This design comes from an exercise in tuning for small area on the open sky130 flow, not from production work.
Function was checked by simulation only, so behaviour that the tests miss may differ from the original.
Power is estimated from default activity; no workload was simulated.

`flow/run.sh`:
```
#!/bin/bash
# Layout flow: the standard synthesis; then yosys/abc re-maps the
# combinational logic for area, keeping every flip-flop instance (name and
# cell type) as the standard synthesis made it; then the standard ORFS steps
# with buf_1 port buffers and a clock tree of clkbuf_8 without dummy loads.
# Each tool's output goes to a log of its own in this folder.
set -euo pipefail
cat >> config.mk <<'EOF'
export BUFFER_PORTS_ARGS = -buffer_cell sky130_fd_sc_hd__buf_1
export CTS_ARGS = -sink_clustering_enable -repair_clock_nets -dont_use_dummy_load -buf_list {sky130_fd_sc_hd__clkbuf_4 sky130_fd_sc_hd__clkbuf_8}
EOF
bash standard.sh synth > synth.log 2>&1
R=orfs/results/${FLOW_PLATFORM}/cf_cpu/base
YOSYS=yosys
if [[ -x ${FLOW_HOME}/../tools/install/yosys/bin/yosys ]]; then YOSYS=${FLOW_HOME}/../tools/install/yosys/bin/yosys; fi
cp ${R}/1_2_yosys.v ${R}/1_2_yosys_std.v
REMAP_LIB=${FLOW_HOME}/platforms/sky130hd/lib/sky130_fd_sc_hd__tt_025C_1v80.lib \
REMAP_IN=${R}/1_2_yosys_std.v REMAP_OUT=${R}/1_2_yosys.v REMAP_ABC=flow/area.abc \
  ${YOSYS} -c flow/remap.tcl > remap.log 2>&1
rm -f ${R}/1_synth.odb ${R}/1_synth.sdc
bash standard.sh synth > synth_odb.log 2>&1
bash standard.sh > finish.log 2>&1
```
`flow/area.abc`:
```
strash
dch -f
map -a
strash
dch -f
map -a
topo
```
`flow/remap.tcl`:
```
# Re-map the combinational logic of a synthesized sky130hd netlist for area,
# keeping every flip-flop instance (name and cell type) as it is.
yosys -import
set lib $::env(REMAP_LIB)
set in  $::env(REMAP_IN)
set out $::env(REMAP_OUT)
read_liberty -ignore_miss_func -ignore_miss_data_latch $lib
read_verilog $in
hierarchy -top cf_cpu
set ffs [list sky130_fd_sc_hd__dfxtp_1 sky130_fd_sc_hd__edfxtp_1 sky130_fd_sc_hd__dfxtp_2 sky130_fd_sc_hd__dfxtp_4 sky130_fd_sc_hd__edfxtp_1 sky130_fd_sc_hd__dfrtp_1 sky130_fd_sc_hd__dfstp_2 sky130_fd_sc_hd__dfrtp_2 sky130_fd_sc_hd__dfrtp_4 sky130_fd_sc_hd__dfstp_1 sky130_fd_sc_hd__dfstp_4 sky130_fd_sc_hd__sdfxtp_1 sky130_fd_sc_hd__conb_1]
foreach f $ffs { catch { setattr -mod -set keep_hierarchy 1 $f } }
flatten
yosys rename -hide w:*.*
opt_clean -purge
stat
abc -script $::env(REMAP_ABC) -liberty $lib -dont_use sky130_fd_sc_hd__lpflow_* -dont_use sky130_fd_sc_hd__probe*
splitnets
opt_clean -purge
hilomap -singleton -hicell sky130_fd_sc_hd__conb_1 HI -locell sky130_fd_sc_hd__conb_1 LO
foreach f $ffs { catch { blackbox $f } }
stat -liberty $lib
write_verilog -noattr -noexpr -nohex -nodec $out
```
`standard.sh`:
```
#!/bin/bash
# synth_recipe.tcl (not shown) runs the flow's synth.tcl, then flattens the netlist and writes it again
# the make line also repeats each setting of config.mk as NAME=value (left out here)
make -C /OpenROAD-flow-scripts/flow DESIGN_CONFIG=/design/flow/config.mk WORK_HOME=/design/flow/orfs CLKGATE_MAP_FILE= SYNTH_SCRIPT=/design/flow/synth_recipe.tcl "${@:-finish}"
```
`config.mk`:
```
export PLATFORM = sky130hd
export DESIGN_NAME = cf_cpu
export DESIGN_NICKNAME = cf_cpu
export VERILOG_FILES = /design/flow/design.v
export SDC_FILE = /design/flow/constraint.sdc
export NUM_CORES = 4
export LEC_CHECK = 0
export ABC_AREA = 1
export CAP_MARGIN = 20
export CORE_MARGIN = 2
export CORE_UTILIZATION = 40
export SLEW_MARGIN = 20
export BUFFER_PORTS_ARGS = -buffer_cell sky130_fd_sc_hd__buf_1
export CTS_ARGS = -sink_clustering_enable -repair_clock_nets -dont_use_dummy_load -buf_list {sky130_fd_sc_hd__clkbuf_4 sky130_fd_sc_hd__clkbuf_8}
```
`constraint.sdc`:
```
create_clock -name core_clock -period 10.0 [get_ports {clk}]
set_input_delay 2.0000 -clock core_clock [delete_from_list [all_inputs] [get_ports {clk}]]
set_output_delay 2.0000 -clock core_clock [all_outputs]
set_load 0.01 [all_outputs]
```
`design.v`:
```
`timescale 1ns/1ps
`default_nettype none
module serial_divide;
endmodule
`default_nettype none
`timescale 1ns/1ps
module cf_cpu (
	input wire clk,
	input wire rst_n,
	output wire [16:0] bus_address,
	output wire bus_wr_en,
	output wire bus_io_flag,
	output wire bus_burst,
	output wire [15:0] bus_data_in,
	output wire bus_enable,
	input wire bus_ready,
	input wire [15:0] bus_data_out
);
	reg [3:0]  bc;
	reg [6:0]  st;
	reg        sy;
	reg [15:0] rA, rX, rR0, rR1, rS, rP, rT;
	reg [15:0] M, AR;
	reg [7:0]  IR;
	reg [3:0]  cnt;
	reg        c, q, zf, zAr;
	reg        f_slt, f_seq, f_ult, f_eq;
	wire ph0  = (bc == 4'd0);
	wire ph7  = (bc == 4'd7);
	wire ph15 = (bc == 4'd15);
	wire [2:0] md = IR[2:0];
	wire zA   = zAr & ~rA[0];           
	wire zfn  = zf & ~M[0];            
	wire last = (cnt == 4'd15);
	wire port = (AR[7:2] == 6'b111100);
	wire s_O_C8 = (st == 7'd72);
	wire s_O_C9 = (st == 7'd73);
	wire s_O_CA = (st == 7'd74);
	wire s_O_CB = (st == 7'd75);
	wire s_O_CC = (st == 7'd76);
	wire s_O_CD = (st == 7'd77);
	wire s_O_CE = (st == 7'd78);
	wire s_O_CF = (st == 7'd79);
	wire s_O_D0 = (st == 7'd80);
	wire s_O_D1 = (st == 7'd81);
	wire s_O_D2 = (st == 7'd82);
	wire s_O_D3 = (st == 7'd83);
	wire s_O_D4 = (st == 7'd84);
	wire s_O_D5 = (st == 7'd85);
	wire s_O_D6 = (st == 7'd86);
	wire s_O_D7 = (st == 7'd87);
	wire s_O_D8 = (st == 7'd88);
	wire s_O_D9 = (st == 7'd89);
	wire s_O_DA = (st == 7'd90);
	wire s_O_DB = (st == 7'd91);
	wire s_O_DC = (st == 7'd92);
	wire s_O_DD = (st == 7'd93);
	wire s_O_DE = (st == 7'd94);
	wire s_O_DF = (st == 7'd95);
	wire s_O_E0 = (st == 7'd96);
	wire s_O_E1 = (st == 7'd97);
	wire s_O_E2 = (st == 7'd98);
	wire s_O_E3 = (st == 7'd99);
	wire s_O_E4 = (st == 7'd100);
	wire s_O_E5 = (st == 7'd101);
	wire s_O_E6 = (st == 7'd102);
	wire s_O_E7 = (st == 7'd103);
	wire s_O_E8 = (st == 7'd104);
	wire s_O_E9 = (st == 7'd105);
	wire s_O_EA = (st == 7'd106);
	wire s_O_EB = (st == 7'd107);
	wire s_O_ED = (st == 7'd109);
	wire s_O_EF = (st == 7'd111);
	wire s_O_F0 = (st == 7'd112);
	wire s_O_F1 = (st == 7'd113);
	wire s_O_F2 = (st == 7'd114);
	wire s_O_F3 = (st == 7'd115);
	wire s_O_F4 = (st == 7'd116);
	wire s_O_F5 = (st == 7'd117);
	wire s_O_F6 = (st == 7'd118);
	wire s_O_F7 = (st == 7'd119);
	wire s_O_F8 = (st == 7'd120);
	wire s_O_F9 = (st == 7'd121);
	wire s_O_FA = (st == 7'd122);
	wire s_X_0 = (st == 7'd32);
	wire s_X_1 = (st == 7'd33);
	wire s_X_2 = (st == 7'd34);
	wire s_X_3 = (st == 7'd35);
	wire s_X_4 = (st == 7'd36);
	wire s_X_5 = (st == 7'd37);
	wire s_X_6 = (st == 7'd38);
	wire s_X_7 = (st == 7'd39);
	wire s_X_8 = (st == 7'd40);
	wire s_X_9 = (st == 7'd41);
	wire s_X_B = (st == 7'd43);
	wire s_X_C = (st == 7'd44);
	wire s_MD0 = (st == 7'd48);
	wire s_MD1 = (st == 7'd49);
	wire s_MD2 = (st == 7'd50);
	wire s_MD3 = (st == 7'd51);
	wire s_MD4 = (st == 7'd52);
	wire s_MD5 = (st == 7'd53);
	wire s_MD6 = (st == 7'd54);
	wire s_MD7 = (st == 7'd55);
	wire s_FETCH = (st == 7'd0);
	wire s_INIT = (st == 7'd69);
	wire s_AM = (st == 7'd3);
	wire s_OPN = (st == 7'd4);
	wire s_DATA = (st == 7'd21);
	wire s_LEA = (st == 7'd13);
	wire s_JM = (st == 7'd18);
	wire s_SJB = (st == 7'd19);
	wire s_MSTEP = (st == 7'd11);
	wire s_SHLT = (st == 7'd12);
	wire s_TRIAL = (st == 7'd26);
	wire s_STEP = (st == 7'd14);
	wire s_SHIFTA = (st == 7'd46);
	wire s_SWB = (st == 7'd59);
	wire s_SWC = (st == 7'd42);
	wire s_SWE = (st == 7'd66);
	wire s_PD = (st == 7'd17);
	wire s_IOA = (st == 7'd2);
	wire s_SWP2 = (st == 7'd8);
	wire s_SWP3 = (st == 7'd123);
	wire s_RDOP = (st == 7'd29);
	wire s_RDP = (st == 7'd20);
	wire s_RDO = (st == 7'd5);
	wire s_WR = (st == 7'd6);
	wire s_RDT = (st == 7'd16);
	wire s_SWA = (st == 7'd24);
	wire s_SWV = (st == 7'd25);
	wire s_IOX = (st == 7'd7);
	wire c_aA = (~st[6] & st[5] & ~st[4] & st[1] & ~st[0]) | (st[5] & ~st[4] & ~st[3] & ~st[1] & st[0]) | (~st[6] & st[5] & ~st[4] & st[2] & st[0]) | (~st[6] & st[5] & st[3] & ~st[0]) | (~st[5] & st[4] & st[2] & st[1] & ~st[0]) | (st[6] & ~st[4] & ~st[3] & st[2] & ~st[0]) | (st[5] & st[3] & st[2] & st[1]) | (st[6] & st[5] & st[4] & ~st[3] & ~st[1] & ~st[0]) | (st[6] & st[5] & st[4] & ~st[3] & ~st[2] & st[1] & st[0]) | (s_DATA & ((~IR[4]) | (IR[3] & ~IR[0])));
	wire c_aX = (~st[6] & st[5] & st[4] & ~st[3] & ~st[2] & st[1]) | (~st[5] & st[4] & ~st[3] & st[2] & st[1] & st[0]) | (st[6] & ~st[4] & ~st[3] & st[2] & st[1] & st[0]) | (st[6] & st[5] & ~st[4] & st[3] & ~st[1] & ~st[0]) | (s_DATA & ((IR[4] & IR[0]) | (IR[4] & ~IR[3])));
	wire c_aR = (~st[6] & ~st[5] & ~st[4] & st[3] & ~st[2] & ~st[0]) | (st[6] & st[5] & st[4] & ~st[1] & st[0]) | (st[6] & st[5] & st[4] & st[1] & ~st[0]) | (st[6] & st[5] & st[4] & st[2] & st[0]) | (st[5] & st[4] & st[3] & ~st[0]);
	wire c_aS = (~st[6] & st[5] & st[4] & st[2]) | (st[6] & ~st[5] & st[4] & st[3] & ~st[1]) | (st[6] & ~st[5] & st[4] & st[3] & ~st[2]) | (st[4] & st[3] & st[2] & st[1] & st[0]);
	wire c_aP = (~st[5] & ~st[4] & ~st[3] & ~st[1] & ~st[0]) | (~st[5] & st[4] & ~st[3] & ~st[2] & st[0]) | (~st[6] & st[5] & st[4] & ~st[2] & ~st[1]) | (st[6] & ~st[5] & st[4] & ~st[3] & ~st[2]) | (st[6] & ~st[5] & st[4] & ~st[3] & ~st[1]) | (st[6] & st[5] & ~st[4] & st[3] & ~st[2] & st[1]);
	wire c_aT = (~st[6] & ~st[5] & st[3] & st[1]) | (~st[6] & ~st[5] & st[3] & st[2] & ~st[0]) | (st[6] & st[5] & ~st[4] & st[3] & ~st[2] & ~st[1] & st[0]);
	wire c_aM = (~st[5] & ~st[4] & ~st[3] & ~st[2] & st[0]) | (st[6] & st[5] & st[4] & st[3] & st[1] & st[0]);
	wire c_aAR = (~st[6] & ~st[4] & st[3] & st[2] & st[0]) | (~st[6] & st[5] & st[4] & st[3]) | (st[6] & ~st[5] & ~st[4] & ~st[3] & ~st[0]);
	wire c_bM = (~st[6] & ~st[5] & st[4] & st[1] & ~st[0]) | (~st[6] & st[5] & ~st[4] & ~st[2] & ~st[0]) | (~st[6] & st[5] & ~st[4] & ~st[1] & st[0]) | (~st[6] & st[5] & ~st[4] & ~st[3] & st[1] & ~st[0]) | (~st[6] & st[5] & ~st[4] & st[2] & st[0]);
	wire c_bN = (~st[6] & ~st[5] & ~st[4] & ~st[2] & st[1] & ~st[0]) | (~st[5] & st[4] & ~st[2] & st[1] & st[0]) | (~st[6] & st[4] & ~st[3] & ~st[2] & st[1] & st[0]) | (~st[6] & st[5] & st[4] & st[2] & ~st[1] & ~st[0]) | (st[6] & ~st[5] & st[4] & st[3] & ~st[2] & st[1]);
	wire c_bA = (st[5] & st[3] & st[2] & ~st[0]) | (st[6] & st[5] & ~st[4] & ~st[3] & ~st[2] & st[1] & ~st[0]) | (st[6] & st[5] & st[3] & ~st[1] & ~st[0]) | (st[6] & st[5] & st[4] & st[2] & st[1] & st[0]);
	wire c_bT = (~st[6] & ~st[5] & st[3] & st[2] & ~st[1] & ~st[0]);
	wire c_bK2 = (~st[5] & ~st[3] & ~st[2] & ~st[1] & st[0]) | (~st[6] & st[5] & st[4] & ~st[1] & st[0]) | (~st[6] & st[4] & st[2] & st[1] & ~st[0]) | (~st[6] & st[5] & st[4] & st[3]) | (st[6] & ~st[5] & ~st[3] & ~st[2] & st[1] & ~st[0]) | (st[6] & ~st[5] & st[4] & st[3] & ~st[1]) | (s_MD0 & ((~IR[6] & ~IR[3]) | (~IR[7] & ~IR[3])));
	wire c_bK6 = (st[5] & st[3] & st[2] & ~st[1] & st[0]);
	wire c_bKF = (st[6] & ~st[5] & ~st[4] & ~st[3] & st[0]);
	wire c_bV = (st[6] & ~st[5] & ~st[4] & st[3]) | (st[6] & ~st[4] & ~st[3] & ~st[2] & st[1] & st[0]);
	wire c_bMQ = (~st[6] & ~st[5] & st[3] & st[1] & st[0]) | (~st[6] & ~st[5] & st[3] & st[2] & st[1]);
	wire c_inv = (st[5] & ~st[4] & ~st[3] & ~st[2] & st[1] & ~st[0]) | (~st[6] & st[5] & st[3] & ~st[2] & ~st[0]) | (st[6] & ~st[5] & st[4] & st[3] & ~st[1] & ~st[0]) | (~st[5] & st[4] & st[3] & ~st[2] & st[1] & ~st[0]) | (st[6] & st[4] & st[3] & st[2] & ~st[1]) | (st[6] & ~st[4] & ~st[3] & ~st[2] & ~st[1] & st[0]) | (st[6] & st[5] & ~st[3] & st[2] & ~st[1] & st[0]) | (st[6] & st[5] & st[4] & st[2] & st[1] & ~st[0]);
	wire c_cin = (~st[5] & ~st[4] & ~st[3] & ~st[1] & ~st[0]) | (st[4] & st[3] & ~st[2] & st[1] & ~st[0]) | (st[5] & ~st[4] & ~st[2] & st[1] & ~st[0]) | (~st[6] & st[5] & st[3] & ~st[2] & ~st[0]) | (st[6] & ~st[5] & ~st[3] & ~st[2] & st[1] & st[0]) | (st[6] & ~st[5] & st[4] & st[2] & ~st[1]) | (st[6] & ~st[5] & st[4] & st[3] & ~st[1] & ~st[0]) | (st[6] & ~st[4] & ~st[3] & st[2] & ~st[1] & ~st[0]) | (st[6] & st[5] & ~st[4] & st[3] & ~st[2] & st[1]) | (st[5] & st[4] & st[3] & ~st[1] & st[0]) | (s_MD0 & ((IR[3]) | (IR[7] & IR[6])));
	wire c_invq = (~st[6] & ~st[5] & st[3] & st[2] & st[1]);
	wire c_invz = (st[6] & ~st[5] & ~st[4] & ~st[3] & ~st[0]);
	wire c_lg = (~st[6] & st[5] & ~st[4] & st[2] & st[0]) | (~st[6] & st[5] & ~st[4] & ~st[3] & st[2] & st[1]) | (st[6] & ~st[4] & ~st[3] & ~st[2] & ~st[1] & st[0]);
	wire c_lgv = (~st[6] & st[5] & ~st[4] & ~st[3] & st[2] & st[1] & ~st[0]);
	wire c_oC = (~st[6] & st[5] & ~st[4] & st[2] & ~st[1] & st[0]) | (~st[6] & st[5] & ~st[4] & ~st[3] & st[2] & st[1] & ~st[0]);
	wire c_ciQ = (st[5] & st[3] & st[2] & st[1] & ~st[0]);
	wire c_ciA = (~st[6] & ~st[5] & st[3] & st[2] & ~st[1] & ~st[0]);
	wire c_wA = (st[5] & ~st[4] & ~st[3] & ~st[2] & ~st[0]) | (~st[4] & ~st[3] & ~st[2] & ~st[1] & st[0]) | (st[5] & ~st[4] & st[2] & ~st[1] & st[0]) | (~st[6] & st[5] & ~st[4] & st[2] & st[1]) | (~st[6] & ~st[4] & st[3] & ~st[2] & ~st[1] & ~st[0]) | (st[6] & ~st[5] & ~st[4] & st[3]) | (st[4] & st[3] & st[2] & st[1] & st[0]) | (st[6] & ~st[4] & ~st[3] & st[1] & st[0]) | (st[6] & ~st[4] & st[2] & ~st[1] & ~st[0]) | (st[6] & ~st[4] & ~st[2] & ~st[1] & st[0]) | (st[6] & st[5] & ~st[3] & ~st[1] & st[0]) | (st[6] & st[5] & ~st[3] & ~st[2] & st[1] & ~st[0]) | (st[6] & st[5] & st[4] & st[2] & st[1] & ~st[0]);
	wire c_wX = (~st[6] & ~st[4] & st[3] & ~st[1] & st[0]) | (st[6] & ~st[4] & ~st[3] & st[2] & st[1] & ~st[0]) | (st[6] & st[5] & ~st[4] & st[3] & ~st[1] & ~st[0]) | (st[5] & st[4] & st[3] & ~st[1] & st[0]) | (st[5] & st[4] & st[3] & st[1] & ~st[0]);
	wire c_wR = (st[5] & st[3] & st[2] & st[1] & st[0]) | (st[6] & st[5] & st[4] & ~st[2] & ~st[1] & ~st[0]) | (st[6] & st[5] & st[4] & st[2] & st[0]) | (st[6] & st[5] & st[4] & st[2] & st[1]) | (st[6] & st[5] & st[4] & st[3]);
	wire c_wS = (~st[6] & st[5] & st[4] & st[2] & ~st[1] & st[0]) | (st[6] & ~st[5] & st[4] & st[3] & ~st[0]) | (st[6] & ~st[5] & st[4] & st[3] & ~st[1]) | (st[6] & ~st[5] & st[4] & st[3] & ~st[2]) | (s_MD6 & ((~IR[3]) | (~IR[4]) | (~IR[7]) | (IR[5])));
	wire c_wP = (~st[5] & ~st[4] & ~st[3] & ~st[1] & ~st[0]) | (~st[5] & st[4] & ~st[3] & ~st[2] & st[1]) | (~st[6] & st[5] & st[4] & ~st[2] & ~st[1]) | (st[6] & ~st[5] & ~st[3] & ~st[1] & st[0]) | (st[6] & ~st[5] & ~st[3] & st[2] & ~st[0]) | (st[6] & st[5] & ~st[4] & st[3] & ~st[2] & st[1]);
	wire c_wT = (~st[6] & ~st[5] & st[3] & st[2] & ~st[0]) | (~st[6] & st[5] & ~st[4] & ~st[3] & ~st[2] & st[1] & st[0]) | (~st[6] & st[5] & ~st[4] & ~st[3] & st[2] & ~st[1] & ~st[0]);
	wire c_wAR = (~st[5] & ~st[4] & ~st[3] & ~st[2]) | (~st[6] & ~st[4] & st[3] & st[2] & st[0]) | (~st[6] & st[5] & st[4]) | (st[6] & ~st[5] & ~st[3] & ~st[2] & ~st[0]) | (~st[5] & st[4] & ~st[3] & st[2] & st[1] & st[0]) | (st[6] & ~st[5] & st[4] & ~st[2] & ~st[1]) | (st[6] & st[4] & st[3] & st[2] & ~st[1]);
	wire c_arA = (~st[5] & ~st[4] & ~st[3] & ~st[2] & ~st[1]) | (~st[6] & st[5] & st[4] & ~st[2] & ~st[1]) | (~st[6] & st[5] & st[4] & ~st[1] & st[0]) | (~st[6] & st[4] & st[2] & st[1] & ~st[0]) | (st[6] & ~st[5] & st[4] & ~st[3] & ~st[2] & st[1] & ~st[0]) | (st[6] & ~st[5] & st[4] & ~st[2] & ~st[1] & st[0]);
	wire c_msh = (~st[6] & ~st[5] & ~st[2] & st[1]) | (~st[6] & ~st[5] & st[3] & st[1]) | (~st[6] & ~st[5] & st[4] & ~st[3] & st[0]) | (~st[6] & st[5] & ~st[4] & ~st[2] & ~st[0]) | (~st[6] & ~st[4] & ~st[2] & ~st[1] & st[0]) | (~st[6] & st[5] & ~st[4] & ~st[3] & st[2]) | (st[4] & ~st[2] & st[1] & st[0]) | (st[5] & st[4] & st[2] & ~st[1] & ~st[0]) | (~st[5] & st[4] & st[3] & ~st[2] & st[1]);
	wire c_mZ = (~st[6] & ~st[5] & st[4] & ~st[3] & ~st[1] & st[0]) | (~st[6] & ~st[4] & st[3] & ~st[2] & st[1] & ~st[0]) | (st[6] & st[5] & st[4] & ~st[3] & ~st[2] & st[1] & st[0]) | (st[6] & st[5] & st[4] & st[2] & ~st[1] & ~st[0]);
	wire c_mR = (~st[5] & ~st[4] & ~st[3] & ~st[2] & st[0]) | (~st[6] & ~st[5] & st[3] & st[1]) | (~st[6] & ~st[5] & st[4] & st[1] & ~st[0]) | (~st[6] & st[5] & ~st[4] & ~st[2] & ~st[1]) | (~st[6] & st[5] & ~st[4] & ~st[3] & ~st[0]) | (~st[6] & st[5] & ~st[4] & st[2] & st[0]) | (st[5] & st[4] & st[3] & st[1] & st[0]);
	wire c_mS = (~st[5] & st[4] & ~st[3] & ~st[2] & st[1] & st[0]);
	wire c_rsh = (~st[6] & ~st[5] & st[3] & st[1] & st[0]);
	wire c_shxL = (st[5] & st[3] & st[2] & ~st[1] & ~st[0]);
	wire c_shxR = (~st[6] & st[5] & ~st[4] & st[3] & st[1] & st[0]);
	wire c_sx = (~st[5] & st[4] & ~st[3] & ~st[2] & st[1] & st[0]);
	wire c_qA1 = (~st[6] & ~st[5] & st[3] & st[1] & st[0]) | (~st[6] & st[5] & ~st[4] & ~st[3] & ~st[2] & st[1] & st[0]);
	wire c_qC = (~st[6] & ~st[5] & st[3] & st[2] & ~st[1] & ~st[0]);
	wire c_qOr = (~st[6] & st[4] & st[3] & st[1] & ~st[0]);
	wire c_cmpf = (~st[6] & st[5] & st[3] & ~st[2] & ~st[1] & ~st[0]);
	wire c_cinc = (~st[6] & ~st[4] & st[3] & st[1] & st[0]) | (st[5] & st[3] & st[2] & ~st[0]);
	wire c_cclr = (~st[5] & ~st[4] & ~st[3] & ~st[2] & ~st[1]);
	wire c_vF = (st[6] & ~st[5] & ~st[4] & st[3]);
	wire c_vZ = (st[6] & ~st[4] & ~st[3] & ~st[2] & st[1] & st[0]);
	wire c_bus = (~st[6] & ~st[5] & ~st[4] & ~st[3] & ~st[1] & st[0]) | (~st[5] & ~st[4] & ~st[3] & st[2] & st[1]) | (~st[6] & ~st[5] & st[4] & ~st[1] & ~st[0]) | (~st[6] & st[4] & st[3] & ~st[1]);
	wire c_busW = (~st[5] & ~st[4] & ~st[3] & st[2] & st[1] & ~st[0]) | (s_IOX & ((~IR[0])));
	wire c_io = (~st[6] & ~st[5] & st[2] & st[1] & st[0]);
	wire c_rdop = (~st[6] & st[4] & st[3] & st[2]);
	wire c_b8 = (s_RDO & ((IR[3] & ~IR[0]) | (IR[3] & ~IR[2]) | (IR[3] & IR[1]))) | (s_WR & ((~IR[6] & IR[3])));
	wire c_nx0 = (~st[6] & ~st[5] & ~st[4] & ~st[2] & ~st[0]) | (~st[6] & ~st[5] & st[4] & st[2] & ~st[0]) | (~st[5] & st[4] & st[3] & ~st[1] & ~st[0]) | (~st[6] & ~st[4] & ~st[3] & ~st[2] & st[1] & st[0]) | (~st[6] & st[3] & ~st[2] & ~st[1] & ~st[0]) | (~st[6] & st[5] & st[4] & ~st[2] & ~st[0]) | (~st[6] & st[5] & st[4] & st[2] & ~st[1] & st[0]) | (~st[6] & st[5] & st[4] & st[3]) | (st[6] & st[4] & st[3] & st[2] & ~st[1]) | (s_O_D4 & ((zA))) | (s_O_D5 & ((~zA))) | (s_X_B & ((~last))) | (s_OPN & ((~IR[4]) | (~IR[6]) | (~IR[7]))) | (s_DATA & ((IR[6] & IR[1]))) | (s_MSTEP & ((~last))) | (s_RDOP & ((IR[0]))) | (s_RDO & ((IR[4])));
	wire c_nx1 = (~st[6] & st[3] & ~st[2] & ~st[0]) | (~st[6] & ~st[5] & st[3] & ~st[0]) | (~st[6] & ~st[5] & ~st[2] & ~st[1] & st[0]) | (~st[6] & ~st[5] & st[4] & ~st[3] & ~st[1]) | (~st[6] & st[5] & ~st[4] & ~st[3] & ~st[2] & st[1] & st[0]) | (st[6] & st[5] & ~st[4] & st[3] & ~st[2] & st[1]) | (s_O_D4 & ((zA))) | (s_O_D5 & ((~zA))) | (s_X_B & ((~last))) | (s_MSTEP & ((~last))) | (s_RDOP & ((IR[1]))) | (s_RDO & ((IR[5])));
	wire c_nx2 = (~st[6] & ~st[5] & ~st[4] & ~st[3] & ~st[2]) | (~st[6] & ~st[5] & st[3] & st[1] & ~st[0]) | (~st[6] & st[4] & ~st[3] & ~st[1] & st[0]) | (~st[6] & st[5] & st[4] & ~st[3]) | (~st[5] & st[4] & st[3] & ~st[2] & st[1]) | (st[6] & st[4] & st[3] & st[2] & ~st[1]) | (s_X_4 & ((~zfn))) | (s_X_C & ((~last))) | (s_OPN & ((~IR[4]) | (~IR[6]) | (~IR[7]))) | (s_SHIFTA & ((~last))) | (s_RDOP & ((IR[2]))) | (s_RDO & ((IR[6])));
	wire c_nx3 = (~st[5] & ~st[4] & ~st[3] & ~st[2] & ~st[1]) | (~st[6] & ~st[5] & st[3] & ~st[0]) | (~st[6] & st[5] & ~st[4] & ~st[3] & ~st[2] & st[1] & st[0]) | (~st[6] & st[4] & st[3] & st[1]) | (~st[5] & st[4] & ~st[3] & st[2] & st[1] & st[0]) | (st[6] & st[5] & st[4] & ~st[3] & ~st[2] & st[1] & st[0]) | (st[6] & st[5] & st[4] & st[2] & ~st[1] & ~st[0]) | (s_X_4 & ((~zfn))) | (s_X_B & ((~last))) | (s_X_C & ((~last))) | (s_MD2 & ((IR[7] & ~IR[5] & IR[4] & IR[3]))) | (s_AM & ((IR[7] & ~IR[5] & IR[4] & IR[3]))) | (s_OPN & ((IR[7] & ~IR[6] & ~IR[5] & IR[4] & IR[3]))) | (s_MSTEP & ((~last))) | (s_SHIFTA & ((~last))) | (s_SWE & ((~zf))) | (s_RDOP & ((IR[7] & IR[6] & IR[3]))) | (s_RDO & ((IR[7]))) | (s_SWV & ((~zf)));
	wire c_nx4 = (~st[5] & ~st[4] & ~st[3] & ~st[2] & ~st[0]) | (~st[6] & ~st[5] & st[3] & ~st[1] & ~st[0]) | (~st[6] & st[5] & st[4] & ~st[2] & ~st[1] & st[0]) | (~st[6] & st[4] & st[2] & st[1]) | (~st[6] & st[5] & st[4] & st[3]) | (~st[5] & st[4] & ~st[3] & st[2] & st[1] & st[0]) | (~st[5] & st[4] & ~st[2] & ~st[1] & ~st[0]) | (st[6] & ~st[5] & st[4] & st[3] & ~st[1]) | (s_O_D1 & ((zA))) | (s_O_D2 & ((~zA))) | (s_O_D4 & ((zA))) | (s_O_D5 & ((~zA))) | (s_MD2 & ((IR[7] & IR[5] & ~IR[3]) | (IR[7] & IR[5] & ~IR[4]))) | (s_AM & ((IR[7] & IR[5] & ~IR[3]) | (IR[7] & IR[5] & ~IR[4]))) | (s_OPN & ((IR[7] & IR[5] & ~IR[3]) | (IR[7] & IR[5] & ~IR[4]))) | (s_RDOP & ((~IR[7]) | (~IR[6]) | (~IR[5] & ~IR[3]) | (IR[4]))) | (s_WR & ((IR[6] & ~IR[2]))) | (s_SWV & ((zf)));
	wire c_nx5 = (~st[6] & ~st[5] & ~st[4] & ~st[3] & ~st[1] & st[0]) | (~st[6] & st[3] & ~st[2] & ~st[1] & ~st[0]) | (~st[6] & ~st[5] & st[3] & st[2] & st[1]) | (s_X_4 & ((zfn))) | (s_X_B & ((~last))) | (s_X_C & ((~last))) | (s_RDOP & ((~IR[7]) | (~IR[6]) | (~IR[4] & ~IR[3]) | (IR[5]))) | (s_SWV & ((~zf))) | (s_IOX & ((port) | (IR[0])));
	wire c_nx6 = (~st[6] & ~st[4] & st[3] & ~st[2] & ~st[0]) | (s_X_4 & ((zfn))) | (s_RDOP & ((IR[7] & IR[6] & IR[3]) | (IR[7] & IR[6] & IR[4]) | (IR[7] & IR[6] & IR[5]))) | (s_WR & ((IR[6] & ~IR[2])));
	wire [6:0] nxt = {c_nx6, c_nx5, c_nx4, c_nx3, c_nx2, c_nx1, c_nx0};
	wire step_end = ph15 & (~c_bus | sy);
	wire en_sh = (cnt < M[3:0]);
	wire rR = IR[0] ? rR0[0] : rR1[0];
	wire a = (c_aA & rA[0]) | (c_aX & rX[0]) | (c_aR & rR) | (c_aS & rS[0]) |
	         (c_aP & rP[0]) | (c_aT & rT[0]) | (c_aM & M[0]) | (c_aAR & AR[0]);
	wire f_sgt = ~f_slt & ~f_seq;
	wire f_ugt = ~f_ult & ~f_eq;
	wire fbase = IR[2] ? (IR[1] ? f_ugt : f_ult) : (IR[1] ? f_sgt : f_slt);
	wire fv    = fbase | (IR[0] & f_eq);
	wire v     = (c_vF & fv) | (c_vZ & zAr);
	wire b = (c_bM & M[0]) | (c_bN & M[8] & (~bc[3] | c_sx)) | (c_bA & rA[0]) |
	         (c_bK2 & (bc == 4'd1)) | (c_bK6 & ((bc == 4'd1) | (bc == 4'd2))) |
	         (c_bKF & bc[3] & bc[2]) | (c_bV & ph0 & v) | (c_bMQ & M[0] & q) | (c_bT & rT[0]);
	wire inv_e = c_inv | (c_invq & q) | (c_invz & zf);
	wire cin_e = c_cin | (c_invq & q) | (c_invz & zf);
	wire bi = b ^ inv_e;
	wire ci = c_lg ? c_lgv : ph0 ? ((c_ciQ & q) | (c_ciA & rA[15]) | cin_e) : c;
	wire sum  = a ^ bi ^ ci;
	wire cout = (a & bi) | (a & ci) | (bi & ci);
	wire z  = c_oC ? cout : sum;
	wire cn = cout;
	wire wA_e = c_wA | (c_shxL & en_sh);
	wire rshA = c_rsh | (c_shxR & en_sh);
	wire a15_in = rshA ? (ph0 ? (c_rsh & z) : rA[15]) : (wA_e ? z : rA[0]);
	wire a14_in = (rshA & ~ph0) ? rA[0] : rA[15];
	wire t15_in = c_rsh ? cn : (c_wT ? z : rT[0]);
	wire t14_in = (c_rsh & ~ph0) ? z : rT[15];
	wire m15_in = (c_mZ & z) | (c_mR & M[0]) | (c_mS & M[15]);
	wire ld = c_bus & ~sy & bus_ready;
	always @(posedge clk) begin
		rA  <= {a15_in, a14_in, rA[14:1]};
		rT  <= {t15_in, t14_in, rT[14:1]};
		rX  <= {(c_wX ? z : rX[0]),  rX[15:1]};
		rR0 <= {((c_wR & IR[0]) ? z : rR0[0]), rR0[15:1]};
		rR1 <= {((c_wR & ~IR[0]) ? z : rR1[0]), rR1[15:1]};
		rS  <= {(c_wS ? z : rS[0]),  rS[15:1]};
		rP  <= {(c_wP ? z : rP[0]),  rP[15:1]};
		c   <= cn;
		zAr <= (ph0 | zAr) & ~a15_in;
		if (c_wAR) AR <= {(c_arA ? a : z), AR[15:1]};
		if (ld) M <= bus_data_out;
		else if (c_msh) M <= {m15_in, M[15:1]};
		if (c_msh) zf <= (ph0 | zf) & ~m15_in;
		if (c_rdop & ~sy & bus_ready) IR <= bus_data_out[7:0];
		if (ph15) begin
			if (c_qA1) q <= rA[1];
			if (c_qC)  q <= cn;
			if (c_qOr) q <= q | cn;
		end
		if (c_cmpf) begin
			if (ph15) begin
				f_ult <= ~cn;
				f_eq  <= (ph0 | zAr) & ~a15_in;
			end
			if (IR[3] ? ph7 : ph15) begin
				f_slt <= z ^ ci ^ cn;
				f_seq <= (ph0 | zAr) & ~a15_in;
			end
		end
		if (c_cclr) cnt <= 4'd0;
		else if (c_cinc & step_end) cnt <= cnt + 1'b1;
	end
	always @(posedge clk) begin
		if (!rst_n) begin
			bc  <= 4'd0;
			st  <= 7'd69;
			sy  <= 1'b0;
		end else begin
			bc <= bc + 1'b1;
			if (ld) sy <= 1'b1;
			if (step_end) begin
				st <= nxt;
				sy <= 1'b0;
			end
		end
	end
	assign bus_enable  = c_bus & ~sy;
	assign bus_wr_en   = c_busW;
	assign bus_io_flag = c_io;
	assign bus_burst   = ~c_b8;
	assign bus_address = {~c_io & ~((IR[7:6] == 2'b10) & ((md == 3'd2) | (md == 3'd3) | (md == 3'd4))), AR};
	assign bus_data_in = M;
endmodule
```
==> results of run 1 <==
[worst max-delay path by stage]
stage / slack, ns / start / end
3_3_place_gp: 4.81 / st[0] / bus_burst
3_5_place_dp: 5.01 / st[0] / bus_burst
2_1_floorplan: 5.89 / bus_ready / M[0]
6_report: 4.30 / st[1] / bus_wr_en
5_1_grt: 4.17 / st[0] / bus_burst
4_1_cts: 4.52 / st[0] / bus_burst
[power by group through the flow]
stage / Sequential [mW] / Combinational, mW / Clock, mW
2_1_floorplan: 0.762 / 0.0168 / 0
3_3_place_gp: 0.765 / 0.0272 / 0
3_5_place_dp: 0.765 / 0.0278 / 0
4_1_cts: 0.749 / 0.0280 / 0.385
5_1_grt: 0.750 / 0.0314 / 0.412
6_report: 0.749 / 0.0284 / 0.373
[cell type report]
cell class,count,area (um2)
Timing Repair Buffer,62,259
Tap cell,220,275
Sequential cell,176,3980
Multi-Input combinational cell,479,2330
Clock buffer,17,234
Inverter,120,450
Fill cell,1727,9050
[metrics by stage]
| step | cell area [um2] | hold slack [ns] |
|---|---|---|
| after global placement | 7300 | 0.310 |
| final | 7540 | 0.306 |
| after floorplan | 6770 | 0.310 |
| after CTS | 7540 | 0.311 |
| after detailed placement | 7300 | 0.312 |
| after global routing | 7540 | 0.311 |
[sequential cells by signal, indices dropped and copies added, names as in the netlist, 4 cells and up]
register,flops
rA,16
st,7
IR,8
M,16
rT,16
rR1,16
bc,4
cnt,4
rX,16
rP,16
rS,16
rR0,16
AR,16
[per-layer routing]
metal / up-vias / GRT usage, % / wire length (um)
met5: - / 0 / 0
met4: 0 / 15.3 / 1490
met3: 89 / 6.99 / 2570
met2: 402 / 44.3 / 11100
met1: 2928 / 40.4 / 11000
li1: 2812 / - / -
[cells in the final DEF, fill, tap and decap left out, types with 22 or more instances in the layout]
cell,instances
edfxtp_1,46
nand3_1,22
clkinv_1,120
buf_1,55
a21oi_1,42
o21ai_0,44
nor2_1,137
nand2_1,103
dfxtp_1,130
nor3_1,36
[worst register-to-register path, stage by stage, from the launching register on]
cell and delay [ns]:
dfxtp_1 0.56, clkinv_1 0.34, nor2_1 0.49, clkinv_1 0.23, nor2_1 0.40, clkinv_1 0.26
nor2_1 0.19, clkinv_1 0.17, o22ai_1 0.16, a22oi_1 0.09, o21ai_0 0.14, nand3_1 0.11
o211ai_1 0.10, a21oi_1 0.06, nand3_1 0.11, xnor2_1 0.12, or2_2 0.32, nand2_1 0.07
nand2_1 0.08, clkinv_1 0.11, nand2_1 0.06, nand2_1 0.22, clkinv_1 0.22, nand2_1 0.10
o221ai_1 0.13, a21oi_1 0.22
==> results.json, run 1 <==
{
  "status": "no timing/DRC/antenna violations",
  "grt_pass1_vias": 5840,
  "power.density_mw_per_mm2": 153,
  "cts_made_buffers": 17,
  "via_per_inst": 5.80,
  "combPwrFrac_pct": 2.5,
  "switchingPower_mw": 0.248,
  "total_leakage_power_nw": 2.65,
  "syn_area_per_cell_um2": 8.73,
  "fp.dieH_um": 134,
  "drcViolationCount": 0,
  "area_delta_synth_final_pct": 11.4,
  "grt.overflow.total": 0,
  "gp_congestion": 1.09,
  "hold_end": "rX[5]",
  "grt_pass1_wl_mm": 38.2,
  "fin_setup_tns_ns": 0,
  "cts_root_buf": "clkbuf_8",
  "ios": 56,
  "post_cts_buffers": 0,
  "cts_tree": "yes",
  "clk_latency_ns": 0.46,
  "antenna_found_initial": 0,
  "p_int_mw": 0.902,
  "place.port_buffers": 55,
  "setup_viol": 0,
  "crit_path_end_kind": "output pin",
  "report.final.slew_viol_count": 0,
  "r2r_cells": 25,
  "cts_hold_buf": 0,
  "grt_usage_pct": 29.7,
  "coreArea_mm2": 0.0166,
  "grt_start_max_net_pins": 22,
  "p_seq_share_pct": 65.1,
  "hold_path.class": "reg2reg",
  "min_from": "rX[6]",
  "ir_drop_mv": 0.110,
  "cts_resized": 0,
  "setup_ws_ns": 4.30,
  "skew_ns": 0.0370,
  "path_class": "reg2out",
  "drtPass1Iterations": 6,
  "cp.arrival_ns": 3.70,
  "n_antenna_cell": 0,
  "drtIter0Drc": 779,
  "critPathMaxFanout": 15,
  "critPathLaunchType": "flip-flop",
  "syn-num-nets": 794,
  "syn_area_mm2": 0.00677,
  "finalHoldViolations": 0,
  "synthCells": 775,
  "cp_num_cells": 7,
  "rsz0062_at_grt": "no",
  "routed_wl_mm": 26.2,
  "die_area_mm2": 0.0180,
  "place_inst": 1057,
  "rows": 47,
  "vias": 6231,
  "drive_above_1_share_pct": 3.16,
  "required_ns": 8.00,
  "crit_chain": "clkinv_1 -> nor2_1 -> clkinv_1 -> nor3_1 -> nand2_1 -> o21ai_0 -> buf_1",
  "clock_tree.buffer_depth": 2,
  "post-place-ws_ns": 5.01,
  "ant_nets": 0,
  "clkTransAtPathRegs_ns": 0.11,
  "r2r-end": "f_eq",
  "fin_crit_sh_pct": 57.0,
  "worst_pin_slew_ns": 0.968,
  "cp_slowest_stage_delay_ns": 0.84,
  "wl_per_cell_um": 24.4,
  "finish.utilization_pct": 45.4,
  "drv_cap": 0,
  "timing.final.crit_period_ns": 5.70,
  "clock.fmax_ghz": 0.175,
  "yosys_warnings": 1,
  "die_w_um": 134,
  "hold_depth": 0,
  "start_util_pct": 40.8,
  "layout.nets": 875,
  "slew_headroom_pct": 35.3,
  "cpLargestDelayFamily": "simple AND/OR/NAND/NOR gates",
  "cts_sinks": 176,
  "rr_startpoint": "st[4]",
  "h-tree-depth": 4,
  "total_power_mw": 1.15,
  "r2r_setup_slack_ns": 4.77,
  "critPathSlowestCell": "nor2_1",
  "p_sw_share_pct": 21.6,
  "pwr-share-clk_pct": 32.4,
  "crit_buf_inv": 3,
  "stdcell_count": 1074,
  "critPathMostFrequentCell": "clkinv_1",
  "dpl.hpwl_mm": 20.2
}
==> run 2, diff against run 1 <==
--- a/flow/run.sh
+++ b/flow/run.sh
@@ -8,5 +8,5 @@
 cat >> config.mk <<'EOF'
 export BUFFER_PORTS_ARGS = -buffer_cell sky130_fd_sc_hd__buf_1
-export CTS_ARGS = -sink_clustering_enable -repair_clock_nets -dont_use_dummy_load -buf_list {sky130_fd_sc_hd__clkbuf_4 sky130_fd_sc_hd__clkbuf_8}
+export CTS_ARGS = -sink_clustering_enable -repair_clock_nets -dont_use_dummy_load -buf_list sky130_fd_sc_hd__clkbuf_8
 EOF
 bash standard.sh synth > synth.log 2>&1
--- a/config.mk
+++ b/config.mk
@@ -12,3 +12,3 @@
 export SLEW_MARGIN = 20
 export BUFFER_PORTS_ARGS = -buffer_cell sky130_fd_sc_hd__buf_1
-export CTS_ARGS = -sink_clustering_enable -repair_clock_nets -dont_use_dummy_load -buf_list {sky130_fd_sc_hd__clkbuf_4 sky130_fd_sc_hd__clkbuf_8}
+export CTS_ARGS = -sink_clustering_enable -repair_clock_nets -dont_use_dummy_load -buf_list sky130_fd_sc_hd__clkbuf_8
==> run 2 against run 1 <==
  * Wire length stayed put
  * First-iteration DRC count is the same
  * Non-clock buffer count unchanged
  * Clock skew is the same
  * Fmax stayed put
  * Still clean
  * Critical path depth unchanged
  * Register-to-register slack is essentially flat
  * Worst hold slack unchanged
  * Highest routed layer unchanged
==> results.json, run 2 <==
{
  "drtPass1Iterations": 6,
  "wl_per_cell_um": 24.4,
  "fillCellCount": 1727,
  "coreArea_mm2": 0.0166,
  "cts_made_buffers": 17,
  "die_w_um": 134,
  "clock_tree.buffer_depth": 2,
  "ant_nets": 0,
  "dpl.hpwl_mm": 20.2,
  "ir_drop_mv": 0.110,
  "n_antenna_cell": 0,
  "grt_usage_pct": 29.7,
  "gp_congestion": 1.09,
  "report.final.slew_viol_count": 0,
  "stdcell_count": 1074,
  "fin_setup_tns_ns": 0,
  "fp.dieH_um": 134,
  "setup_viol": 0,
  "final_cell_mix": "nor2_1, dfxtp_1, clkinv_1, nand2_1, buf_1",
  "timing.final.crit_period_ns": 5.70,
  "die_area_mm2": 0.0180,
  "pwr-share-clk_pct": 32.4,
  "routed_wl_mm": 26.2,
  "hold_path.class": "reg2reg",
  "p_sw_share_pct": 21.6,
  "critPathMaxFanout": 15,
  "syn_area_mm2": 0.00677,
  "ios": 56,
  "place_inst": 1057,
  "yosys_warnings": 1,
  "p_int_mw": 0.902,
  "cts_tree": "yes",
  "drcViolationCount": 0,
  "combPwrFrac_pct": 2.5,
  "switchingPower_mw": 0.248,
  "h-tree-depth": 4,
  "cp.arrival_ns": 3.70,
  "ff_latch_area_mm2": 0.00398,
  "via_per_inst": 5.80,
  "final_common_cell": "nor2_1",
  "place.port_buffers": 55,
  "status": "no timing/DRC/antenna violations",
  "p_seq_share_pct": 65.1,
  "grt_pass1_vias": 5840,
  "drtIter0Drc": 779,
  "placement.cell_area_mm2": 0.00730,
  "crit_path_end_kind": "output pin",
  "antenna_found_initial": 0,
  "grt.overflow.total": 0,
  "path_class": "reg2out",
  "post_cts_buffers": 0,
  "worst_pin_slew_ns": 0.968,
  "fin_area_mm2": 0.00754,
  "required_ns": 8.00,
  "finalHoldViolations": 0,
  "cts_resized": 0,
  "fin_crit_sh_pct": 57.0,
  "rsz0062_at_grt": "no",
  "clock.fmax_ghz": 0.175,
  "syn-num-nets": 794,
  "grt_start_max_net_pins": 22,
  "clkTransAtPathRegs_ns": 0.11,
  "setup_ws_ns": 4.30,
  "cts_sinks": 176,
  "cts_hold_buf": 0,
  "syn_area_per_cell_um2": 8.73,
  "layout.nets": 875,
  "multiInputGateArea_mm2": 0.00233,
  "total_leakage_power_nw": 2.65,
  "area_delta_synth_final_pct": 11.4,
  "grt_pass1_wl_mm": 38.2,
  "drv_cap": 0,
  "power.density_mw_per_mm2": 153,
  "skew_ns": 0.0370,
  "vias": 6231,
  "start_util_pct": 40.8,
  "rows": 47,
  "critPathLaunchType": "flip-flop",
  "cts_root_buf": "clkbuf_8",
  "drive_above_1_share_pct": 3.16,
  "clk_latency_ns": 0.46,
  "slew_headroom_pct": 35.3,
  "synthCells": 775,
  "post-place-ws_ns": 5.01
}
run 2: critical path: stages, from the launching register on:
cell and delay (ns):
dfxtp_1 0.71, clkinv_1 0.61, nor2_1 0.84, clkinv_1 0.40, nor3_1 0.35, nand2_1 0.08
o21ai_0 0.09, buf_1 0.17
run 2: area by class of cell:
cell class,instances,share of cell area [%]
Tap cell,220,3.65
Inverter,120,5.98
Clock buffer,17,3.10
Timing Repair Buffer,62,3.44
Sequential cell,176,52.9
Multi-Input combinational cell,479,31.0
run 2: final timing paths:
path | startpoint | to | slack (ns) | cells after the start
setup / recovery | st[1] | bus_wr_en | 4.30 | 7
hold reg to reg | rX[6] | rX[5] | 0.31 | 0
hold / removal | rX[6] | rX[5] | 0.31 | 0
setup reg to reg | st[4] | f_eq | 4.77 | 25
run 2: layer usage:
| layer | up-vias | track usage, % | part of all wire, % |
|---|---|---|---|
| met5 | - | 0 | 0 |
| met4 | 0 | 15.3 | 5.7 |
| met3 | 89 | 6.99 | 9.8 |
| met2 | 402 | 44.3 | 42 |
| met1 | 2928 | 40.4 | 42 |
| li1 | 2812 | - | - |
run 2: metrics by stage:
| stage | power, mW | utilization, % | hold slack (ns) |
|---|---|---|---|
| after detailed placement | 0.793 | 44.0 | 0.312 |
| final | 1.15 | 45.4 | 0.306 |
| after CTS | 1.16 | 45.4 | 0.311 |
| after global placement | 0.792 | 44.0 | 0.310 |
| after global routing | 1.19 | 45.4 | 0.311 |
| after floorplan | 0.779 | - | 0.310 |
run 2: power groups by stage:
stage	clock (mW)	combinational (mW)	sequential (mW)
floorplan	0	0.0168	0.762
global placement	0	0.0272	0.765
detailed placement	0	0.0278	0.765
CTS	0.385	0.0280	0.749
global route	0.412	0.0314	0.750
finish	0.373	0.0284	0.749
==> run 3, diff against run 2 <==
==> flow/area.abc (replaced) <==
strash
fraig
resub
dc2
drw
resub
dch -f
map -a
strash
dch -f
amap
topo
--- a/config.mk
+++ b/config.mk
@@ -10,4 +10,5 @@
 export CORE_MARGIN = 2
 export CORE_UTILIZATION = 40
+export GPL_TIMING_DRIVEN = 0
 export SLEW_MARGIN = 20
 export BUFFER_PORTS_ARGS = -buffer_cell sky130_fd_sc_hd__buf_1
==> run 3 against run 2 <==
  * Still clean on timing, DRC and antenna
  * Synthesized cell count down 13%
  * Clock skew increased by 0.027 ns
  * Sequential share of layout area increased by 1.8 points
  * Die area is 3.1% lower
  * Register-to-register slack lost 1.8 ns
  * First-iteration DRC count fell by 5.9%
  * Flip-flop and latch count unchanged
  * Critical path depth grew 10
  * Clock power is 4% lower
  * Design area shrank 3.4%
  * Worst setup slack worse by 1.3 ns
  * Critical path type is now reg2reg
==> results.json, run 3 <==
{
  "status": "no timing/DRC/antenna violations",
  "fin_setup_tns_ns": 0,
  "cp_slowest_stage_delay_ns": 0.96,
  "area_delta_synth_final_pct": 11.2,
  "startpoint": "st[1]",
  "rr_startpoint": "st[1]",
  "post_cts_buffers": 0,
  "grt_pass1_vias": 5798,
  "drtPass1Iterations": 5,
  "critPathMostFrequentCell": "nor2_1",
  "die_w_um": 132,
  "path_class": "reg2reg",
  "skew_ns": 0.0643,
  "vias": 5785,
  "grt.overflow.total": 0,
  "finish.utilization_pct": 45.7,
  "required_ns": 10.16,
  "report.final.slew_viol_count": 0,
  "setup_ws_ns": 3.01,
  "h-tree-depth": 4,
  "antenna_found_initial": 0,
  "wl_per_cell_um": 23.7,
  "cts_made_buffers": 17,
  "placement.cell_area_mm2": 0.00705,
  "place.port_buffers": 55,
  "drv_cap": 0,
  "min_from": "rS[10]",
  "rsz0062_at_grt": "no",
  "synthCells": 675,
  "yosys_warnings": 1,
  "clock_tree.buffer_depth": 2,
  "crit_chain": "clkinv_1 -> nor2_1 -> clkinv_1 -> nor2_1 -> a2111oi_0 -> o311ai_0 -> nor4b_1 -> a2111oi_0 -> nor2_1 -> nand2_1 -> o21ai_0 -> nor2_1 -> a21oi_1 -> a21oi_2 -> a31oi_1 -> a311oi_1 -> a21oi_1",
  "ant_nets": 0,
  "setup_viol": 0,
  "final_common_cell": "nor2_1",
  "fp.dieH_um": 132,
  "pwr-share-clk_pct": 30.7,
  "n_antenna_cell": 0,
  "fin_area_mm2": 0.00728,
  "r2r_cells": 17,
  "r2r_setup_slack_ns": 3.01,
  "cts_hold_buf": 0,
  "die_area_mm2": 0.0174,
  "via_per_inst": 6.00,
  "fin_crit_sh_pct": 69.9,
  "crit_path_end_kind": "flip-flop",
  "syn_area_mm2": 0.00655,
  "dpl.hpwl_mm": 17.0,
  "cp.arrival_ns": 7.15,
  "grt_usage_pct": 26.7,
  "grt_start_max_net_pins": 24,
  "syn_area_per_cell_um2": 9.70,
  "gp_congestion": 1.00,
  "critPathSlowestCell": "dfxtp_1",
  "start_util_pct": 41.1,
  "grt_pass1_wl_mm": 34.7,
  "worst_hold_slack_ns": 0.305,
  "drive_above_1_share_pct": 2.81,
  "r2r-end": "M[15]",
  "combPwrFrac_pct": 3.7,
  "syn-num-nets": 694,
  "clk_latency_ns": 0.47,
  "critPathLaunchType": "flip-flop",
  "clkTransAtPathRegs_ns": 0.12,
  "coreArea_mm2": 0.0159,
  "final_cell_mix": "nor2_1, dfxtp_1, clkinv_1, buf_1, nand2_1",
  "cts_root_buf": "clkbuf_8",
  "endpoint": "M[15]",
  "rows": 46,
  "total_power_mw": 1.17,
  "ios": 56,
  "stdcell_count": 964,
  "switchingPower_mw": 0.248,
  "critPathMaxFanout": 23,
  "p_seq_share_pct": 65.5,
  "hold_path.class": "reg2reg",
  "p_int_mw": 0.919,
  "power.density_mw_per_mm2": 160,
  "finalHoldViolations": 0,
  "layout.nets": 769,
  "worst_pin_slew_ns": 1.00,
  "routed_wl_mm": 22.8,
  "timing.final.crit_period_ns": 6.99,
  "cts_resized": 0,
  "place_inst": 947,
  "clock.fmax_ghz": 0.143,
  "total_leakage_power_nw": 2.49,
  "slew_headroom_pct": 33.0,
  "post-place-ws_ns": 3.28,
  "drtIter0Drc": 733,
  "cts_tree": "yes",
  "ir_drop_mv": 0.130,
  "cts_sinks": 176,
  "p_sw_share_pct": 21.2,
  "drcViolationCount": 0
}
run 3: cell types whose count changed in the layout (fill, tap and decap cells not counted), moves of 9 or more:
cell / previous run / this run
clkinv_1: 120 / 62
nand2_1: 103 / 54
o21ai_0: 44 / 27
o22a_1: 0 / 17
a21oi_1: 42 / 27
a2111oi_0: 7 / 16
run 3: layout make-up:
class	count	area (um2)
inverters	62	233
well taps	216	270
multi-input cells	437	2350
repair buffers	56	211
flip-flops and latches	176	3980
clock buffers	17	234
fillers	1553	8660
run 3: worst max-delay path: cells and delay by family (launching register included):
family / cells / cell delay, ns
AOI/OAI and AO/OA: 9 / 2.82
and+or+nand+nor: 6 / 1.51
DFF: 1 / 0.96
buffers and inverters: 2 / 1.38
run 3: power groups by stage:
| stage | sequential [mW] | clock [mW] | combinational (mW) |
|---|---|---|---|
| final | 0.765 | 0.359 | 0.0436 |
| after global routing | 0.767 | 0.401 | 0.0475 |
| after floorplan | 0.777 | 0 | 0.0269 |
| after CTS | 0.765 | 0.376 | 0.0428 |
| after global placement | 0.779 | 0 | 0.0406 |
| after detailed placement | 0.781 | 0 | 0.0425 |
run 3: how the worst min path moves through the flow:
stage / end / slack (ns) / cells after the start
2_1_floorplan: rA[10] / 0.31 / 0
5_1_grt: rR0[4] / 0.31 / 0
4_1_cts: rS[9] / 0.31 / 0
3_3_place_gp: rX[1] / 0.31 / 0
6_report: rS[9] / 0.30 / 0
3_5_place_dp: rR0[4] / 0.31 / 0
run 3: layer usage:
layer / vias up / share of wire, % / GRT usage (%)
li1: 2602 / - / -
met4: 0 / 5.0 / 14.6
met3: 84 / 9.1 / 5.77
met5: - / 0 / 0
met2: 334 / 44 / 41.3
met1: 2765 / 41 / 34.9
==> run 4, diff against run 3 <==
--- a/config.mk
+++ b/config.mk
@@ -10,5 +10,4 @@
 export CORE_MARGIN = 2
 export CORE_UTILIZATION = 40
-export GPL_TIMING_DRIVEN = 0
 export SLEW_MARGIN = 20
 export BUFFER_PORTS_ARGS = -buffer_cell sky130_fd_sc_hd__buf_1
==> run 4 against run 3 <==
  * Wire length up 2.9%
  * Worst setup slack improved by 0.99 ns
  * Via count is 2.7% higher
  * Flip-flop and latch count is the same
  * Combinational power fell by 3%
  * Critical path type unchanged
  * Critical endpoint unchanged
  * Largest power group unchanged
  * Highest routed layer unchanged
==> results.json, run 4 <==
{
  "cp_num_cells": 19,
  "top_layer": "met4",
  "rr_startpoint": "st[3]",
  "clk_latency_ns": 0.46,
  "r2r_setup_slack_ns": 4.00,
  "required_ns": 10.14,
  "worst_pin_slew_ns": 0.968,
  "h-tree-depth": 4,
  "cp.arrival_ns": 6.14,
  "hold_end": "rX[10]",
  "rows": 46,
  "critPathMostFrequentCell": "nor2_1",
  "setup_viol": 0,
  "area_delta_synth_final_pct": 11.7,
  "drtIter0Drc": 643,
  "crit_path_end_kind": "flip-flop",
  "critPathMaxFanout": 13,
  "post_cts_buffers": 0,
  "r2r-end": "M[15]",
  "slew_headroom_pct": 33.8,
  "drv_cap": 0,
  "clock.fmax_ghz": 0.167,
  "wl_met1_mm": 9.59,
  "ant_nets": 0,
  "syn_area_mm2": 0.00655,
  "clock_tree.buffer_depth": 2,
  "n_antenna_cell": 0,
  "synthCells": 675,
  "coreArea_mm2": 0.0159,
  "start_util_pct": 41.1,
  "layout.nets": 775,
  "syn_area_per_cell_um2": 9.70,
  "timing.final.crit_period_ns": 6.00,
  "dpl.hpwl_mm": 17.8,
  "syn-num-nets": 694,
  "critPathSlowestCell": "nor2_1",
  "total_leakage_power_nw": 2.51,
  "hold_path.class": "reg2reg",
  "p_int_mw": 0.919,
  "power.density_mw_per_mm2": 159,
  "wl_per_cell_um": 24.2,
  "report.final.slew_viol_count": 0,
  "cts_resized": 0,
  "fin_crit_sh_pct": 60.0,
  "p_sw_share_pct": 21.0,
  "final_cell_mix": "nor2_1, dfxtp_1, clkinv_1, buf_1, nand2_1",
  "cts_sinks": 176,
  "via_per_inst": 6.13,
  "gp_congestion": 1.10,
  "cts_made_buffers": 17,
  "switchingPower_mw": 0.245,
  "fp.dieH_um": 132,
  "worst_hold_slack_ns": 0.297,
  "ir_drop_mv": 0.0997,
  "skew_ns": 0.0450,
  "crit_buf_inv": 2,
  "cts_root_buf": "clkbuf_8",
  "grt_pass1_vias": 5774,
  "dr_wl_met3_mm": 2.15,
  "cpLargestDelayFamily": "compound AO/OA/AOI/OAI gates",
  "antenna_found_initial": 0,
  "routed_wl_mm": 23.5,
  "routed-wl-met2_mm": 10.3,
  "cts_hold_buf": 0,
  "min_from": "rX[11]",
  "place.port_buffers": 55,
  "die_w_um": 132,
  "yosys_warnings": 1,
  "drive_above_1_share_pct": 3.32,
  "cp_slowest_stage_delay_ns": 0.69,
  "crit_chain": "clkinv_1 -> nor2_1 -> nand2_1 -> nor2_1 -> clkinv_1 -> nor2_1 -> a22oi_1 -> o21ai_0 -> nor4b_1 -> a2111oi_0 -> nor2_1 -> o21ai_0 -> nor2_1 -> a21oi_1 -> nor2_1 -> a21oi_2 -> a31oi_1 -> a311oi_1 -> a21oi_1",
  "critPathLaunchType": "flip-flop",
  "grt_start_max_net_pins": 24,
  "vias": 5942,
  "fin_setup_tns_ns": 0,
  "finalHoldViolations": 0,
  "rsz0062_at_grt": "no",
  "grt.overflow.total": 0,
  "cts_tree": "yes",
  "place_inst": 953,
  "status": "no timing/DRC/antenna violations",
  "p_seq_share_pct": 65.7,
  "ios": 56,
  "pwr-share-clk_pct": 30.6,
  "hold_depth": 0,
  "combPwrFrac_pct": 3.7,
  "path_class": "reg2reg",
  "drcViolationCount": 0,
  "clkTransAtPathRegs_ns": 0.11,
  "final_common_cell": "nor2_1",
  "die_area_mm2": 0.0174,
  "r2r_cells": 19,
  "grt_pass1_wl_mm": 35.8,
  "stdcell_count": 970,
  "drtPass1Iterations": 7,
  "grt_usage_pct": 27.4
}
## run 4: routing by layer
metal  up-vias  GRT usage (%)
met3        89           5.69
li1       2621              -
met2       424           42.1
met5         -              0
met4         0           15.6
met1      2808           36.1
## run 4: power by group through the flow
stage          clock (mW)  combinational, mW  sequential [mW]
2_1_floorplan           0             0.0269            0.777
6_report            0.357             0.0425            0.765
5_1_grt             0.401             0.0467            0.768
3_5_place_dp            0             0.0402            0.781
4_1_cts             0.374             0.0405            0.766
3_3_place_gp            0             0.0398            0.780
## run 4: how the worst max path moves through the flow
stage          startpoint     to  slack, ns
6_report            st[3]  M[15]       4.00
5_1_grt             st[3]  M[15]       3.70
4_1_cts             st[3]  M[15]       3.94
3_5_place_dp        st[3]  M[15]       4.01
3_3_place_gp        st[3]  M[15]       3.98
2_1_floorplan       st[1]  M[15]       5.59
## run 4: final cells by class
class                   instances  area, um2
well taps                     216        270
multi-input cells             437       2340
clock buffers                  17        234
repair buffers                 62        259
flip-flops and latches        176       3980
fillers                      1539       8630
inverters                      62        233
## run 4: through the flow
| stage | worst slack (ns) | utilization (%) | total power, mW | instance area, um2 |
|---|---|---|---|---|
| 2_1_floorplan | 5.59 | - | 0.803 | 6550 |
| 3_3_place_gp | 3.98 | 44.4 | 0.820 | 7080 |
| 3_5_place_dp | 4.01 | 44.4 | 0.821 | 7080 |
| 4_1_cts | 3.94 | 45.9 | 1.18 | 7310 |
| 5_1_grt | 3.70 | 45.9 | 1.22 | 7320 |
| 6_report | 4.00 | 45.9 | 1.16 | 7320 |

==> what the ideal ports hide <==
No port has a modelled driver above. Below, the same layouts with a new extraction and two added sets of constraints.
Step 1, drivers: a clkbuf_16 drives clk and a buf_2 each remaining input, both assumed.
Step 2, shift: input delay + t, output delay - t, t = (earliest + latest rising clock arrival at the registers) / 2. This alone moves slack from input paths to output paths.
a / b / c = ideal ports / drivers / drivers and shift; a / b = the first two.
| run | shift t [ns] | setup slack, ns | slew at the worst register clock pin (ns) |
|---|---|---|---|
| run 1 | 0.478 | 4.295 / 4.258 / 4.736 | 0.11 / 0.11 |
| run 2 | 0.478 | 4.295 / 4.258 / 4.736 | 0.11 / 0.11 |
| run 3 | 0.477 | 3.012 / 3.012 / 3.012 | 0.12 / 0.12 |
| run 4 | 0.480 | 3.999 / 3.999 / 3.999 | 0.11 / 0.11 |
After both steps every run listed still meets setup and hold.
